What follows belongs to an exercise in optimizing a design on an open flow for small area, a short achievable clock period and few clock cycles per item; a production flow would make more cautious choices.
Function was checked by simulation only, so behaviour that the tests miss may differ from the original.

==> flow/design.v <==
module bk_add #(parameter W = 64) (
    input  [W-1:0] a, b,
    input          ci,
    output [W-1:0] s,
    output         co
);
    localparam N = W + 1;                  
    localparam L = $clog2(N);
    wire [N*(L+1)-1:0] gu, pu, gd;
    assign gu[N-1:0] = {a & b, ci};
    assign pu[N-1:0] = {a ^ b, 1'b0};
    genvar l, i;
    generate for (l = 0; l < L; l = l + 1) begin : up
        for (i = 0; i < N; i = i + 1) begin : b_
            if ((i % (2 << l)) == (2 << l) - 1) begin : c
                assign gu[(l+1)*N+i] = gu[l*N+i] | (pu[l*N+i] & gu[l*N+i-(1<<l)]);
                assign pu[(l+1)*N+i] = pu[l*N+i] & pu[l*N+i-(1<<l)];
            end else begin : n
                assign gu[(l+1)*N+i] = gu[l*N+i];
                assign pu[(l+1)*N+i] = pu[l*N+i];
            end
        end
    end endgenerate
    assign gd[L*N +: N] = gu[L*N +: N];
    generate for (l = L - 1; l >= 0; l = l - 1) begin : dn
        for (i = 0; i < N; i = i + 1) begin : b_
            if (l >= 1 && i >= (3 << (l - 1)) - 1 && ((i + 1 - (3 << (l - 1))) % (2 << (l - 1))) == 0) begin : c
                assign gd[l*N+i] = gd[(l+1)*N+i] | (pu[l*N+i] & gd[(l+1)*N+i-(1<<(l-1))]);
            end else begin : n
                assign gd[l*N+i] = gd[(l+1)*N+i];
            end
        end
    end endgenerate
    assign s = pu[N-1:1] ^ gd[N-2:0];
    assign co = gd[N-1];
endmodule
module sk_add #(parameter W = 64) (
    input  [W-1:0] a, b,
    input          ci,
    output [W-1:0] s,
    output         co
);
    localparam N = W + 1;                  
    localparam L = $clog2(N);
    wire [N*(L+1)-1:0] g, p;
    assign g[N-1:0] = {a & b, ci};
    assign p[N-1:0] = {a ^ b, 1'b0};
    genvar l, i;
    generate for (l = 0; l < L; l = l + 1) begin : lv
        for (i = 0; i < N; i = i + 1) begin : b_
            if ((i >> l) % 2 == 1) begin : c
                localparam J = ((i >> l) << l) - 1;
                assign g[(l+1)*N+i] = g[l*N+i] | (p[l*N+i] & g[l*N+J]);
                assign p[(l+1)*N+i] = p[l*N+i] & p[l*N+J];
            end else begin : n
                assign g[(l+1)*N+i] = g[l*N+i];
                assign p[(l+1)*N+i] = p[l*N+i];
            end
        end
    end endgenerate
    assign s = p[N-1:1] ^ g[L*N +: N-1];
    assign co = g[L*N+N-1];
endmodule
module ssm #(parameter LEN = 128)(clk, rst, start, a_in, b_in, n_in, ready, p_out);
    input clk, rst, start;
    input [LEN-1:0] a_in, b_in, n_in;
    output reg ready;
    output [LEN-1:0] p_out;
    localparam W = LEN + 3;
    localparam NB = 5;             
    localparam WB = 27;            
    localparam [2:0] ST_IDLE = 3'd0, ST_LOOP = 3'd1, ST_CONV = 3'd2, ST_FIN = 3'd3;
    reg [W-1:0] S, C;
    reg [2:0] st;
    reg [7:0] cnt;       
    reg bbit;            
    reg bnx;             
    reg [7:0] es;        
    reg [7:0] ahi;       
    reg [7:0] rab;       
    reg [8:0] nhi;       
    reg [7:0] w0, w1, w2;  
    reg first;           
    reg tl;              
    reg ph;              
    reg fb;              
    reg [7:0] nt1, nt2;  
    reg [4:0] atop;      
    reg [6:0] ntop;      
    reg qp2, qm2, qm4;   
    reg [1:0] fstep;     
    reg cinr;            
    assign p_out = S[LEN:1];
    function cmp_neg8(input [7:0] x, input [7:0] y, input [7:0] z);
        reg [7:0] hs, hc, u, v, g, p, g1, p1, g2, p2;
        begin
            hs = x ^ y ^ z;
            hc = (x & y) | (x & z) | (y & z);
            u = hs;
            v = {hc[6:0], 1'b0};
            g = u & v;
            p = u ^ v;
            g1 = g | (p & {g[6:0], 1'b0});
            p1 = p & {p[6:0], 1'b0};
            g2 = g1 | (p1 & {g1[5:0], 2'b00});
            p2 = p1 & {p1[5:0], 2'b00};
            cmp_neg8 = p[7] ^ (g2[6] | (p2[6] & g2[2]));
        end
    endfunction
    wire in_loop = (st == ST_LOOP);
    wire in_fin = (st == ST_FIN);
    wire xneg = S[W-1];
    reg dn, nx, ld, d_p2, d_m2, d_m4;
    reg [1:0] fstep_n;
    always @(*) begin
        dn = 1'b0; nx = 1'b0; ld = 1'b0; d_p2 = 1'b0; d_m2 = 1'b0; d_m4 = 1'b0; fstep_n = 2'd2;
        if (!fb) begin
            if (fstep == 2'd0 && xneg) begin ld = 1'b1; d_p2 = 1'b1; fstep_n = 2'd2; end
            else dn = 1'b1;
        end else if (!ph) begin
            case (fstep)
                2'd0: begin ld = 1'b1; d_m4 = 1'b1; fstep_n = 2'd1; end
                2'd1: if (xneg) begin ld = 1'b1; d_p2 = 1'b1; fstep_n = 2'd2; end else nx = 1'b1;
                2'd2: if (xneg) begin ld = 1'b1; d_p2 = 1'b1; fstep_n = 2'd3; end else nx = 1'b1;
                default: nx = 1'b1;
            endcase
        end else begin
            case (fstep)
                2'd0: begin ld = 1'b1; d_m2 = 1'b1; fstep_n = 2'd1; end
                2'd1: if (xneg) begin ld = 1'b1; d_p2 = 1'b1; fstep_n = 2'd2; end else dn = 1'b1;
                default: dn = 1'b1;
            endcase
        end
    end
    wire sel_p2 = (in_loop & qp2) | (in_fin & d_p2);
    wire sel_m2 = (in_loop & qm2) | (in_fin & d_m2);
    wire sel_m4 = (in_loop & qm4) | (in_fin & d_m4);
    wire qneg = sel_m2 | sel_m4;
    wire [W-1:0] n2 = {2'b00, n_in, 1'b0};
    wire [W-1:0] n4 = {1'b0, n_in, 2'b00};
    wire [W-1:0] qt = ({W{sel_p2}} & n2) | ({W{sel_m2}} & ~n2) | ({W{sel_m4}} & ~n4);
    wire [W-1:0] x1 = {S[W-2:0], first};
    wire [W-1:0] x2 = {C[W-2:0], first};
    wire [W-1:0] x3 = {3'b000, a_in & {LEN{bbit}}};
    wire [W-1:0] s1 = x1 ^ x2 ^ x3;
    wire [W-1:0] c1 = (x1 & x2) | (x1 & x3) | (x2 & x3);
    wire [W-1:0] c1s = {c1[W-2:0], 1'b0};
    wire [W-1:0] csa_s = s1 ^ c1s ^ qt;
    wire [W-1:0] c2 = (s1 & c1s) | (s1 & qt) | (c1s & qt);
    wire [W-1:0] csa_c = {c2[W-2:0], qneg};
    wire [7:0] en2 = {2'b00, ntop[6:1]};
    wire [7:0] en4 = {1'b0, ntop};
    wire [7:0] ext = ({8{qp2}} & en2) | ({8{qm2}} & ~en2) | ({8{qm4}} & ~en4);
    wire [7:0] es1 = es;
    wire [7:0] ec1 = ext;
    wire g0 = ~cmp_neg8(es1, ec1, w0);
    wire g1 = ~cmp_neg8(es1, ec1, w1);
    wire g2 = ~cmp_neg8(es1, ec1, w2);
    wire [7:0] at8 = {3'b000, atop};
    wire [7:0] wa0 = at8 + 8'd6, wa1 = at8 + nt1, wa2 = at8 + nt2;
    wire [2:0] kin = n_in[LEN-2:LEN-4];
    wire [7:0] nt1_in = 8'd0 - (8'd12 + {5'd0, kin});
    wire [7:0] nt2_in = 8'd0 - (8'd27 + {4'd0, kin, 1'b0} + {5'd0, kin});
    wire [9:0] rx1 = S[W-3:W-12];                           
    wire [9:0] rx2 = C[W-3:W-12];
    wire [9:0] rx3 = {2'b00, rab};                          
    wire [9:0] rs1 = rx1 ^ rx2 ^ rx3;
    wire [9:0] rc1 = (rx1 & rx2) | (rx1 & rx3) | (rx2 & rx3);
    wire [8:0] rn2 = {1'b0, nhi[8:1]};                      
    wire [8:0] rn4 = nhi;                                   
    wire [8:0] rqt = ({9{qp2}} & rn2) | ({9{qm2}} & ~rn2) | ({9{qm4}} & ~rn4);
    wire [8:0] ra = rs1[9:1];                               
    wire [8:0] rb = rc1[8:0];                               
    wire [8:0] rs2 = ra ^ rb ^ rqt;
    wire [8:0] rc2 = (ra & rb) | (ra & rqt) | (rb & rqt);
    wire [7:0] es_nx = rs2[8:1] + rc2[7:0];                
    wire [W-1:0] sum;
    wire [NB-1:0] bco;
    genvar gb;
    generate for (gb = 0; gb < NB; gb = gb + 1) begin : blk
        localparam LO = gb * WB;
        localparam WD = (gb == NB - 1) ? W - LO : WB;
        sk_add #(WD) add (.a(S[LO+WD-1:LO]), .b(C[LO+WD-1:LO]), .ci(gb == 0 ? cinr : 1'b0),
                          .s(sum[LO+WD-1:LO]), .co(bco[gb]));
    end endgenerate
    reg [W-1:0] cc;      
    integer ib;
    always @(*) begin
        cc = {W{1'b0}};
        for (ib = 0; ib < NB - 1; ib = ib + 1)
            cc[(ib + 1) * WB] = bco[ib];
    end
    wire conv_done = ~|bco[NB-2:0];
    always @(posedge clk or posedge rst) begin
        if (rst)
            S <= {W{1'b0}};
        else case (st)
            ST_LOOP: S <= csa_s;
            ST_CONV: S <= sum;
            default: S <= S;
        endcase
    end
    always @(posedge clk) begin
        case (st)
            ST_IDLE: C <= ~S;
            ST_LOOP: C <= csa_c;
            ST_CONV: C <= cc;
            default: C <= qt;
        endcase
    end
    always @(posedge clk or posedge rst) begin
        if (rst) begin
            st <= ST_IDLE;
            ready <= 1'b1;
        end else begin
            case (st)
                ST_IDLE: if (start) begin
                    st <= ST_LOOP;
                    ready <= 1'b0;
                end
                ST_LOOP: if (tl || fb) st <= ST_CONV;
                ST_CONV: if (conv_done) st <= ST_FIN;
                ST_FIN: begin
                    if (dn) begin
                        st <= ST_IDLE;
                        ready <= 1'b1;
                    end else if (nx)
                        st <= ST_LOOP;
                    else
                        st <= ST_CONV;
                end
                default: st <= ST_IDLE;
            endcase
        end
    end
    always @(posedge clk) begin
        case (st)
            ST_IDLE: if (start) begin
                cnt <= 8'd125;
                bbit <= b_in[LEN-1];
                bnx <= b_in[LEN-2];
                tl <= 1'b0;
                ph <= 1'b0;
                fb <= ~n_in[LEN-1];
                nt1 <= nt1_in;
                nt2 <= nt2_in;
                atop <= a_in[LEN-1:LEN-5];
                ahi <= a_in[LEN-1:LEN-8];
                nhi <= n_in[LEN-1:LEN-9];
                ntop <= n_in[LEN-1:LEN-7];
                fstep <= 2'd0;
                cinr <= 1'b0;
            end
            ST_LOOP: begin
                if (tl)
                    ph <= 1'b1;
                else begin
                    bbit <= bnx;
                    bnx <= cnt[7] ? 1'b0 : b_in[cnt[6:0]];
                    cnt <= cnt - 8'd1;
                    if (cnt == 8'hfe) tl <= 1'b1;
                end
                fstep <= 2'd0;
            end
            ST_CONV: cinr <= 1'b0;
            ST_FIN: begin
                if (!dn && !nx) begin
                    cinr <= qneg;
                    fstep <= fstep_n;
                end
            end
            default: ;
        endcase
    end
    always @(posedge clk) begin
        first <= (st == ST_IDLE);
        es <= es_nx;
        qp2 <= in_loop & ~fb & ~first & ~g0;
        qm2 <= in_loop & ~fb & ~first & g1 & ~g2;
        qm4 <= in_loop & ~fb & ~first & g2;
        w0 <= bnx ? wa0 : 8'd6;
        w1 <= bnx ? wa1 : nt1;
        w2 <= bnx ? wa2 : nt2;
        rab <= (st == ST_IDLE) ? (a_in[LEN-1:LEN-8] & {8{b_in[LEN-1]}}) : (ahi & {8{bnx}});
    end
endmodule
==> flow/flow/run.sh <==
#!/bin/bash
# The standard layout (the standard.sh, standard synthesis included), with the
# ports buffered by the smallest buffer cell instead of the one buffer_ports picks.
set -euo pipefail
export BUFFER_PORTS_ARGS="-buffer_cell sky130_fd_sc_hd__buf_1"
bash standard.sh finish > standard_flow.log 2>&1
==> flow/standard.sh <==
#!/bin/bash
# synth_recipe.tcl (not shown) runs the flow's synth.tcl, then flattens the netlist and writes it again
# the make line also repeats each setting of config.mk as NAME=value (left out here)
make -C /OpenROAD-flow-scripts/flow DESIGN_CONFIG=/design/flow/config.mk WORK_HOME=/design/flow/orfs CLKGATE_MAP_FILE= SYNTH_SCRIPT=/design/flow/synth_recipe.tcl "${@:-finish}"
==> flow/config.mk <==
export PLATFORM = sky130hd
export DESIGN_NAME = ssm
export DESIGN_NICKNAME = ssm
export VERILOG_FILES = /design/flow/design.v
export SDC_FILE = /design/flow/constraint.sdc
export NUM_CORES = 4
export LEC_CHECK = 0
export CAP_MARGIN = 20
export CORE_MARGIN = 2
export CORE_UTILIZATION = 50
export SETUP_SLACK_MARGIN = 4.5
export SLEW_MARGIN = 20
==> flow/constraint.sdc <==
create_clock -name core_clock -period 7.5 [get_ports {clk}]
set_input_delay 1.5000 -clock core_clock [delete_from_list [all_inputs] [get_ports {clk}]]
set_output_delay 1.5000 -clock core_clock [all_outputs]
set_load 0.01 [all_outputs]
==> flow_summary.ini, run 1 <==
[clock_network]
cts-root-buf = clkbuf_16
cts_tree = yes
htree_num_levels = 2
clk_latency_ns = 0.60
path_clk_slew_ns = 0.06
clk_path_buf_depth = 3
clock_sinks = 349
numCtsBuffers = 45
cts_hold_buf = 0

[routing]
avgViaCountPerCell = 5.947
dr.pass1.iters = 6
routed_wl_um = 114600
wire_per_inst_um = 25.31
ant_nets = 0
vias = 26930
drtIter0Drc = 2005
route.detailed.drc = 0

[timing]
min_period_ns = 3.040
maxSlewViolCount = 0
hold_violations = 0
final.setup_skew_ns = 0.02198
timing.fmax_mhz = 329.0
fin_setup_tns_ns = 0
fin_crit_sh = 0.4053
worstMarginPinSlew_ns = 1.129
rsz0062_at_grt = true
relSlewSlack = 0.2460
finalSetupViolations = 0

[synth]
synth_nets = 4178
synth_cell_types = 73
synth.cell_area_mm2 = 0.03140
ys_seq_area_frac = 0.2573
synth_warnings = 1
synth_edf_count = 42
postSynthCellCount = 3299
avgSynthCellArea_um2 = 9.517
async_reset_ff_frac = 0.3840
ys_ff_latch = 349
yosys_most_used_dff = dfxtp_1

[layout]
nets = 4517
drive_above_1_share = 0.1064
nFillCells = 5564
synthToLayoutAreaGrowth_pct = 16.14
final_cell_mix = buf_1, fa_1, a21oi_1
final_common_cell = buf_1

[grt]
grt_max_degree = 135
grtUsageMet3 = 0.06665
grt_util_all_layers = 0.3399
grt_pass1_wl_um = 166700
grt_pass1_vias = 27330
antenna_found_initial = 23
grt-ovfl-total = 0
use_met1 = 0.4672
met2_usage = 0.5335
grt_busiest_layer = met2

[critical_path]
critical_path_required_ns = 7.94
crit_arrival_ns = 3.48
crit_path_end_kind = register
crit_type = register to register
cp_max_fo = 51
worst_setup_path_start_kind = register

[worst_hold_path]
min_path_type = register to register

[die]
core.rowCount = 91
ioPinCount = 516
fp.dieW_um = 254.6
core_mm2 = 0.06194
initial_core_util = 0.5069
dieArea_mm2 = 0.06481
die_y_um = 254.6

[place]
place_hpwl_um = 75060
portBuffers = 515
gp_congestion = 0.9584

[run]
maxCapViolations = 0

[status]
status = finished clean
-- metal layers --
layer / vias up / wire length, µm / part of all wire
met5: - / 69 / 0.00060
met4: 12 / 4183 / 0.036
met3: 258 / 10230 / 0.089
met2: 1221 / 52710 / 0.46
met1: 13390 / 47430 / 0.41
li1: 12050 / - / -
-- worst max-delay path, stage by stage, from the launching register on --
cell and delay (ns):
dfrtp_2 0.43, inv_2 0.10, ha_4 0.20, buf_4 0.19
inv_2 0.31, buf_6 0.60, nor3_1 0.18, a2111oi_0 0.71
a311oi_2 0.11
-- path summary, 6_finish.rpt --
check / start / end / slack (ns) / depth (start not counted)
worst max-delay path: st[1]$_DFFE_PP0P_ / st[0]$_DFFE_PP0P_ / 4.46 / 8
worst min-delay path: ahi[2]$_DFFE_PP_ / rab[2]$_DFF_P_ / 0.46 / 1
worst max register to register: st[1]$_DFFE_PP0P_ / st[0]$_DFFE_PP0P_ / 4.46 / 8
worst min register to register: ahi[2]$_DFFE_PP_ / rab[2]$_DFF_P_ / 0.46 / 1
max in group asynchronous: rst / S[88]$_DFFE_PP0P_ / 5.54 / 3
min in group asynchronous: rst / S[18]$_DFFE_PP0P_ / 1.08 / 3
-- stage by stage --
| stage | util | setup slack, ns | hold WS, ns | cell area (µm²) | instances |
|---|---|---|---|---|---|
| after floorplan | - | 4.053 | 0.4324 | 31430 | 3299 |
| after global placement | 0.5327 | 2.839 | 0.4474 | 32990 | 4360 |
| after detailed placement | 0.5327 | 2.731 | 0.4588 | 32990 | 4360 |
| after CTS | 0.5709 | 4.483 | 0.4694 | 35360 | 4472 |
| after global routing | 0.5887 | 4.409 | 0.4825 | 36460 | 4527 |
| final | 0.5887 | 4.460 | 0.4614 | 36470 | 4528 |
-- final cells by class --
cell class	count	area [µm²]	area share
Antenna cell	17	42.54	0.001167
Clock buffer	77	1336	0.03665
Clock inverter	6	52.55	0.001441
Inverter	291	1106	0.03033
Multi-Input combinational cell	2347	21420	0.5875
Sequential cell	349	8108	0.2223
Tap cell	837	1047	0.02872
Timing Repair Buffer	604	3348	0.09182
-- logic make-up after synthesis --
| logic type | share of synthesized area |
|---|---|
| AOI/OAI and AO/OA | 0.1862 |
| and+or+nand+nor | 0.09792 |
| buffers and inverters | 0.08823 |
| adders and majority gates | 0.2722 |
| DFF | 0.2573 |
| xor gates and xnor gates | 0.03766 |
| muxes | 0.06046 |
-- timing repair --
item / in CTS / in global routing
cloned: 10 / 10
gates resized for setup: 127 / 127
pin swaps: 9 / 44
endpoints found under the setup margin: 286 / 191
setup buffers: 19 / 29
-- state kept, by name, summed over array words and instances (netlist names), 4 cells and up --
register  flops
cnt           8
nhi           9
nt1           4
S           131
w1            8
es            8
w2            8
ahi           8
C           131
rab           8
w0            6
nt2           5
-- Yosys cell counts, types with 4 or more instances --
| cell | instances | area (µm²) |
|---|---|---|
| a21boi_0 | 9 | 67.56 |
| a21o_1 | 44 | 330.3 |
| a21oi_1 | 341 | 1707 |
| a221oi_1 | 16 | 140.1 |
| a2bb2oi_1 | 23 | 201.4 |
| a31o_2 | 6 | 52.55 |
| a31oi_1 | 7 | 43.79 |
| a32o_1 | 5 | 50.05 |
| and2_1 | 135 | 844.6 |
| buf_1 | 14 | 52.55 |
| buf_4 | 131 | 983.4 |
| clkbuf_1 | 164 | 615.6 |
| dfrtp_1 | 133 | 3328 |
| dfxtp_1 | 173 | 3463 |
| edfxtp_1 | 42 | 1261 |
| fa_1 | 313 | 6266 |
| ha_1 | 179 | 2240 |
| inv_1 | 289 | 1085 |
| maj3_1 | 4 | 40.04 |
| mux2_2 | 17 | 191.4 |
| mux2i_1 | 76 | 760.7 |
| mux4_2 | 42 | 945.9 |
| nand2_1 | 200 | 750.7 |
| nand2b_1 | 18 | 112.6 |
| nand3_1 | 19 | 95.09 |
| nand3b_1 | 4 | 30.03 |
| nand4_1 | 7 | 43.79 |
| nor2_1 | 231 | 867.1 |
| nor2b_1 | 21 | 131.4 |
| nor3_1 | 13 | 65.06 |
| o211ai_1 | 13 | 97.59 |
| o21a_1 | 64 | 480.5 |
| o21ai_0 | 138 | 690.7 |
| o21bai_1 | 17 | 127.6 |
| o221ai_1 | 132 | 1156 |
| o22ai_1 | 62 | 387.9 |
| o31ai_1 | 4 | 30.03 |
| xnor2_1 | 78 | 683.2 |
| xor2_1 | 57 | 499.2 |
Testbench counts, summed over its fixed seeds: cycles 34,177, items 256.
==> inputs of run 2 (changes only) <==
--- a/flow/config.mk
+++ b/flow/config.mk
@@ -9,3 +9,3 @@
 export CORE_MARGIN = 2
-export CORE_UTILIZATION = 50
+export CORE_UTILIZATION = 55
 export SETUP_SLACK_MARGIN = 4.5
==> run 2 against run 1 <==
Compared with the run above: non-clock buffer count rose by 11; largest cell class unchanged; critical path depth fell by 2; design area rose by 0.21%; highest routed layer unchanged.
==> flow_summary.ini, run 2 <==
[synth]
synth_most_common_cell = a21oi_1
ys_top_cells_by_area = fa_1, dfxtp_1, dfrtp_1
yosys_most_used_dff = dfxtp_1
ys_ff_latch = 349
postSynthCellCount = 3299
synth_top_area_share = 0.1996
synth_commonest_cells = a21oi_1, fa_1, inv_1, nor2_1, nand2_1
synth_cell_types = 73
synth_top_area_cell = fa_1
synth_warnings = 1
synth_nets = 4178
synth_edf_count = 42
ys_seq_area_frac = 0.2573
async_reset_ff_frac = 0.3840
avgSynthCellArea_um2 = 9.517
synth.cell_area_mm2 = 0.03140

[layout]
nets = 4525
top_regs = C x131, S x131, nhi x9
nFillCells = 4716
synthToLayoutAreaGrowth_pct = 16.38
drive_above_1_share = 0.1092
stdcell_area_mm2 = 0.03654
final_common_cell = buf_1
final_cell_mix = buf_1, fa_1, a21oi_1

[die]
core_mm2 = 0.05639
die_y_um = 242.9
fp.dieW_um = 242.9
dieArea_mm2 = 0.05901
ioPinCount = 516
core.rowCount = 87
initial_core_util = 0.5568

[timing]
final.setup_skew_ns = 0.02862
fin_crit_sh = 0.4064
maxSlewViolCount = 0
rsz0062_at_grt = true
finalSetupViolations = 0
relSlewSlack = 0.3563
worstMarginPinSlew_ns = 0.9655
timing.fmax_mhz = 328.1
min_period_ns = 3.048
hold_violations = 0
whs_ns = 0.4614
fin_setup_tns_ns = 0
layout_setup_ws_ns = 4.452

[critical_path]
crit_path_end_kind = register
crit_arrival_ns = 3.35
crit_type = primary input to register
worst_setup_path_start_kind = primary input
critical_path_required_ns = 7.80
cp_max_fo = 1

[worst_hold_path]
min_path_type = register to register

[place]
dp_slack_ns = 3.014
place_hpwl_um = 70470
portBuffers = 515
place_area_mm2 = 0.03290
gp_congestion = 0.9572

[grt]
grt_util_all_layers = 0.3558
antenna_found_initial = 15
grt_max_degree = 131
grt_pass1_wl_um = 161700
grt-ovfl-total = 0
grt_pass1_vias = 27380

[clock_network]
clk_latency_ns = 0.60
clk_path_buf_depth = 3
cts-root-buf = clkbuf_16
clock_sinks = 349
path_clk_slew_ns = 0.07
cts_tree = yes
htree_num_levels = 2
numCtsBuffers = 43

[routing]
avgViaCountPerCell = 6.112
routed_wl_um = 111600
wire_per_inst_um = 25.06
route.detailed.drc = 0
ant_nets = 0
vias = 27220
dr.pass1.iters = 5
drtIter0Drc = 2086

[status]
status = finished clean

[run]
maxCapViolations = 0
[run 2: cell counts after synthesis]
Identical to the previous run, type by type.
[run 2: worst paths after layout]
check                                  start           endpoint  slack (ns)  cells after the start
hold reg to reg             ahi[0]$_DFFE_PP_     rab[0]$_DFF_P_        0.46                      1
min in group asynchronous                rst  S[16]$_DFFE_PP0P_        0.80                      2
setup reg to reg           st[1]$_DFFE_PP0P_  st[0]$_DFFE_PP0P_        4.54                      8
hold / removal              ahi[0]$_DFFE_PP_     rab[0]$_DFF_P_        0.46                      1
max in group asynchronous                rst  S[83]$_DFFE_PP0P_        5.48                      3
setup / recovery                    b_in[29]      bnx$_DFFE_PP_        4.45                      6
[run 2: through the flow]
step                instances  utilization
floorplan                3299            -
global placement         4278       0.5834
CTS                      4389       0.6254
detailed placement       4278       0.5834
global route             4447       0.6478
finish                   4453       0.6480
[run 2: area by class of cell]
class	count	area (µm²)	area share
Multi-Input combinational cell	2346	21390	0.5854
Sequential cell	349	8117	0.2221
Timing Repair Buffer	615	3432	0.09393
Clock buffer	71	1395	0.03818
Inverter	291	1111	0.03041
Tap cell	756	945.9	0.02589
Clock inverter	9	110.1	0.003013
Antenna cell	16	40.04	0.001096
[run 2: what timing repair did]
item / in CTS / in global routing
endpoints found under the setup margin: 285 / 237
pin swaps: 17 / 49
buffers inserted: 21 / 34
hold buffers: 0 / 0
gates resized for setup: 105 / 135
cloned: 10 / 13
[run 2: cell families after synthesis]
family | share of synthesized area
AOI/OAI and AO/OA | 0.1862
muxes | 0.06046
xor gates and xnor gates | 0.03766
adders and majority gates | 0.2722
and+or+nand+nor | 0.09792
DFF | 0.2573
buffers and inverters | 0.08823
[run 2: layer usage]
layer | vias up | wire [µm] | track usage
li1 | 12060 | - | -
met1 | 13600 | 45810 | 0.4816
met2 | 1297 | 50900 | 0.5648
met3 | 261 | 10060 | 0.06822
met4 | 4 | 4799 | 0.1422
met5 | - | 20 | 0
[run 2: worst max-delay path, cell delays in order]
cell	delay, ns
buf_1	0.16
mux4_2	0.47
mux4_2	0.50
mux4_2	0.45
mux2i_1	0.18
o31ai_1	0.09
==> inputs of run 3 (changes only) <==
--- a/flow/config.mk
+++ b/flow/config.mk
@@ -9,4 +9,4 @@
 export CORE_MARGIN = 2
-export CORE_UTILIZATION = 55
-export SETUP_SLACK_MARGIN = 4.5
+export CORE_UTILIZATION = 60
+export SETUP_SLACK_MARGIN = 4.6
 export SLEW_MARGIN = 20
==> run 3 against run 2 <==
Compared with the run above: die area decreased by 8.2%; final cell count decreased by 0.20%; first-iteration DRC count increased by 21%; register-to-register slack got worse by 0.20 ns; sequential share of layout area decreased by 1.1 points; area after synthesis unchanged; critical path type is now register to register; critical endpoint is now S[92]$_DFFE_PP0P_.
==> flow_summary.ini, run 3 <==
[critical_path]
worst_setup_path_start_kind = register
crit_arrival_ns = 3.64
slowest_delay_ns = 0.54
crit_path_end_kind = register
path_delay_family = adder cells
crit_type = register to register
worst-path-buf-inv = 5
cp_max_fo = 7
critical_path_required_ns = 7.99
path_cells = inv_2 -> ha_4 -> mux2_4 -> mux2i_4 -> o31ai_4 -> buf_8 -> buf_12 -> buf_16 -> buf_4 -> nand2_4 -> o221ai_2 -> fa_2 -> mux2i_1 -> a21oi_1
crit_slowest_cell = fa_2
r2r_slack_ns = 4.34

[synth]
async_reset_ff_frac = 0.3840
synth_cell_types = 73
synth_most_common_cell = a21oi_1
ys_top_cells_by_area = fa_1, dfxtp_1, dfrtp_1
postSynthCellCount = 3299
synth_commonest_cells = a21oi_1, fa_1, inv_1, nor2_1, nand2_1
ys_ff_latch = 349
synth_top_area_cell = fa_1
yosys_most_used_dff = dfxtp_1
synth_top_area_share = 0.1996
synth.cell_area_mm2 = 0.03140
ys_seq_area_frac = 0.2573
avgSynthCellArea_um2 = 9.517
synth_warnings = 1
synth_edf_count = 42
synth_nets = 4178

[layout]
nets = 4600
drive_above_1_share = 0.1842
final_cell_mix = buf_1, inv_1, fa_1
top_regs = C x131, S x131, nhi x9
synthToLayoutAreaGrowth_pct = 22.76
nFillCells = 3739
final_common_cell = buf_1

[clock_network]
clk_path_buf_depth = 3
path_clk_slew_ns = 0.06
cts-root-buf = clkbuf_16
numCtsBuffers = 44
clock_sinks = 349
clk_latency_ns = 0.60
htree_num_levels = 2
cts_tree = yes

[die]
dieArea_mm2 = 0.05417
ioPinCount = 516
initial_core_util = 0.6095
die_y_um = 232.8
core.rowCount = 83
core_mm2 = 0.05151
fp.dieW_um = 232.8

[timing]
relSlewSlack = 0.1804
final.setup_skew_ns = 0.03055
worstMarginPinSlew_ns = 1.227
whs_ns = 0.4616
finalSetupViolations = 0
fin_setup_tns_ns = 0
fin_crit_sh = 0.4208
rsz0062_at_grt = true
timing.fmax_mhz = 316.8
min_period_ns = 3.156
hold_violations = 0
maxSlewViolCount = 0

[routing]
wire_per_inst_um = 25.17
ant_nets = 0
dr.pass1.iters = 5
routed_wl_um = 111900
avgViaCountPerCell = 6.306
drtIter0Drc = 2526
vias = 28020
route.detailed.drc = 0

[run]
maxCapViolations = 0

[place]
gp_congestion = 0.9685
portBuffers = 515
place_hpwl_um = 67970

[grt]
grt_max_degree = 135
grt-ovfl-total = 0
grt_pass1_vias = 27580
grt_pass1_wl_um = 159200
grt_util_all_layers = 0.3861
antenna_found_initial = 9

[status]
status = finished clean

[worst_hold_path]
min_path_type = register to register
[run 3: worst reg2reg max path, stage by stage (launching register included)]
cell and delay [ns]:
edfxtp_1 0.42, inv_2 0.15, ha_4 0.24, mux2_4 0.30
mux2i_4 0.23, o31ai_4 0.14, buf_8 0.18, buf_12 0.13
buf_16 0.15, buf_4 0.16, nand2_4 0.05, o221ai_2 0.10
fa_2 0.54, mux2i_1 0.08, a21oi_1 0.17
[run 3: timing repair]
| action | in CTS | in global routing |
|---|---|---|
| cloned | 13 | 12 |
| endpoints found under the setup margin | 283 | 243 |
| setup buffers | 62 | 66 |
| pin swaps | 41 | 158 |
| gates resized for setup | 213 | 350 |
| hold buffers | 0 | 0 |
[run 3: routing by layer]
layer  GRT usage  wire length [µm]  vias up
li1            -                 -    12210
met2      0.6013             50840     1634
met5           0                18        -
met1      0.5250             43040    13790
met4      0.1660              6392        4
met3     0.07978             11560      384
[run 3: worst paths after layout]
check                                        from                 to  depth (start not counted)
setup reg to reg           fstep[0]$_SDFFCE_PN0P_  S[92]$_DFFE_PP0P_                         14
setup / recovery           fstep[0]$_SDFFCE_PN0P_  S[92]$_DFFE_PP0P_                         14
hold / removal                   ahi[1]$_DFFE_PP_     rab[1]$_DFF_P_                          1
min in group asynchronous                     rst  S[18]$_DFFE_PP0P_                          3
hold reg to reg                  ahi[1]$_DFFE_PP_     rab[1]$_DFF_P_                          1
max in group asynchronous                     rst  S[89]$_DFFE_PP0P_                          3
[run 3: cells by family after synthesis]
| group | after synthesis | synth area share |
|---|---|---|
| and+or+nand+nor | 667 | 0.09792 |
| DFF | 349 | 0.2573 |
| muxes | 135 | 0.06046 |
| adders and majority gates | 496 | 0.2722 |
| AOI/OAI and AO/OA | 913 | 0.1862 |
| buffers and inverters | 604 | 0.08823 |
| xor gates and xnor gates | 135 | 0.03766 |
[run 3: cell type report]
| cell class | count | area (µm²) | share of cell area |
|---|---|---|---|
| Antenna cell | 8 | 20.02 | 0.0005194 |
| Clock buffer | 70 | 1361 | 0.03532 |
| Clock inverter | 11 | 86.33 | 0.002240 |
| Inverter | 291 | 1106 | 0.02870 |
| Multi-Input combinational cell | 2349 | 22990 | 0.5965 |
| Sequential cell | 349 | 8143 | 0.2113 |
| Tap cell | 680 | 850.8 | 0.02207 |
| Timing Repair Buffer | 686 | 3985 | 0.1034 |
[run 3: through the flow]
stage	util	cells	worst slack (ns)	area [µm²]
after floorplan	-	3299	4.053	31440
after global placement	0.6371	4202	3.585	32820
after detailed placement	0.6371	4202	3.526	32820
after CTS	0.6983	4358	4.475	35970
after global routing	0.7481	4440	4.256	38530
final	0.7483	4444	4.344	38540

==> re-timing with driven ports <==
Ports are ideal in the flow. The routed layouts listed here were re-timed in OpenROAD. Step 1, drivers: a clkbuf_16 drives clk and a buf_2 each remaining input, both assumed. Step 2 times the ports against the registers' clock, not the clock port: input delays grow and output delays shrink by t, the midpoint of the rising clock arrivals with the driver on. Slacks: ideal / step 1 / step 2; pairs: ideal / step 1.
| run | t (ns) | slack for setup (ns) | worst setup path at the end | clock arrival spread, ns | cell pins on the clock port's net |
|---|---|---|---|---|---|
| run 1 | 0.661 | 4.460 / 4.460 / 3.818 | input to register | 0.025 / 0.025 | 1 |
| run 2 | 0.646 | 4.452 / 4.479 / 3.833 | input to register | 0.029 / 0.028 | 1 |
| run 3 | 0.653 | 4.344 / 4.344 / 3.842 | input to register | 0.031 / 0.031 | 1 |
After both steps every run listed still meets setup and hold. For run 1, which loses most, drivers alone change the setup slack by 0.000 ns; drivers and shift together by -0.642 ns.
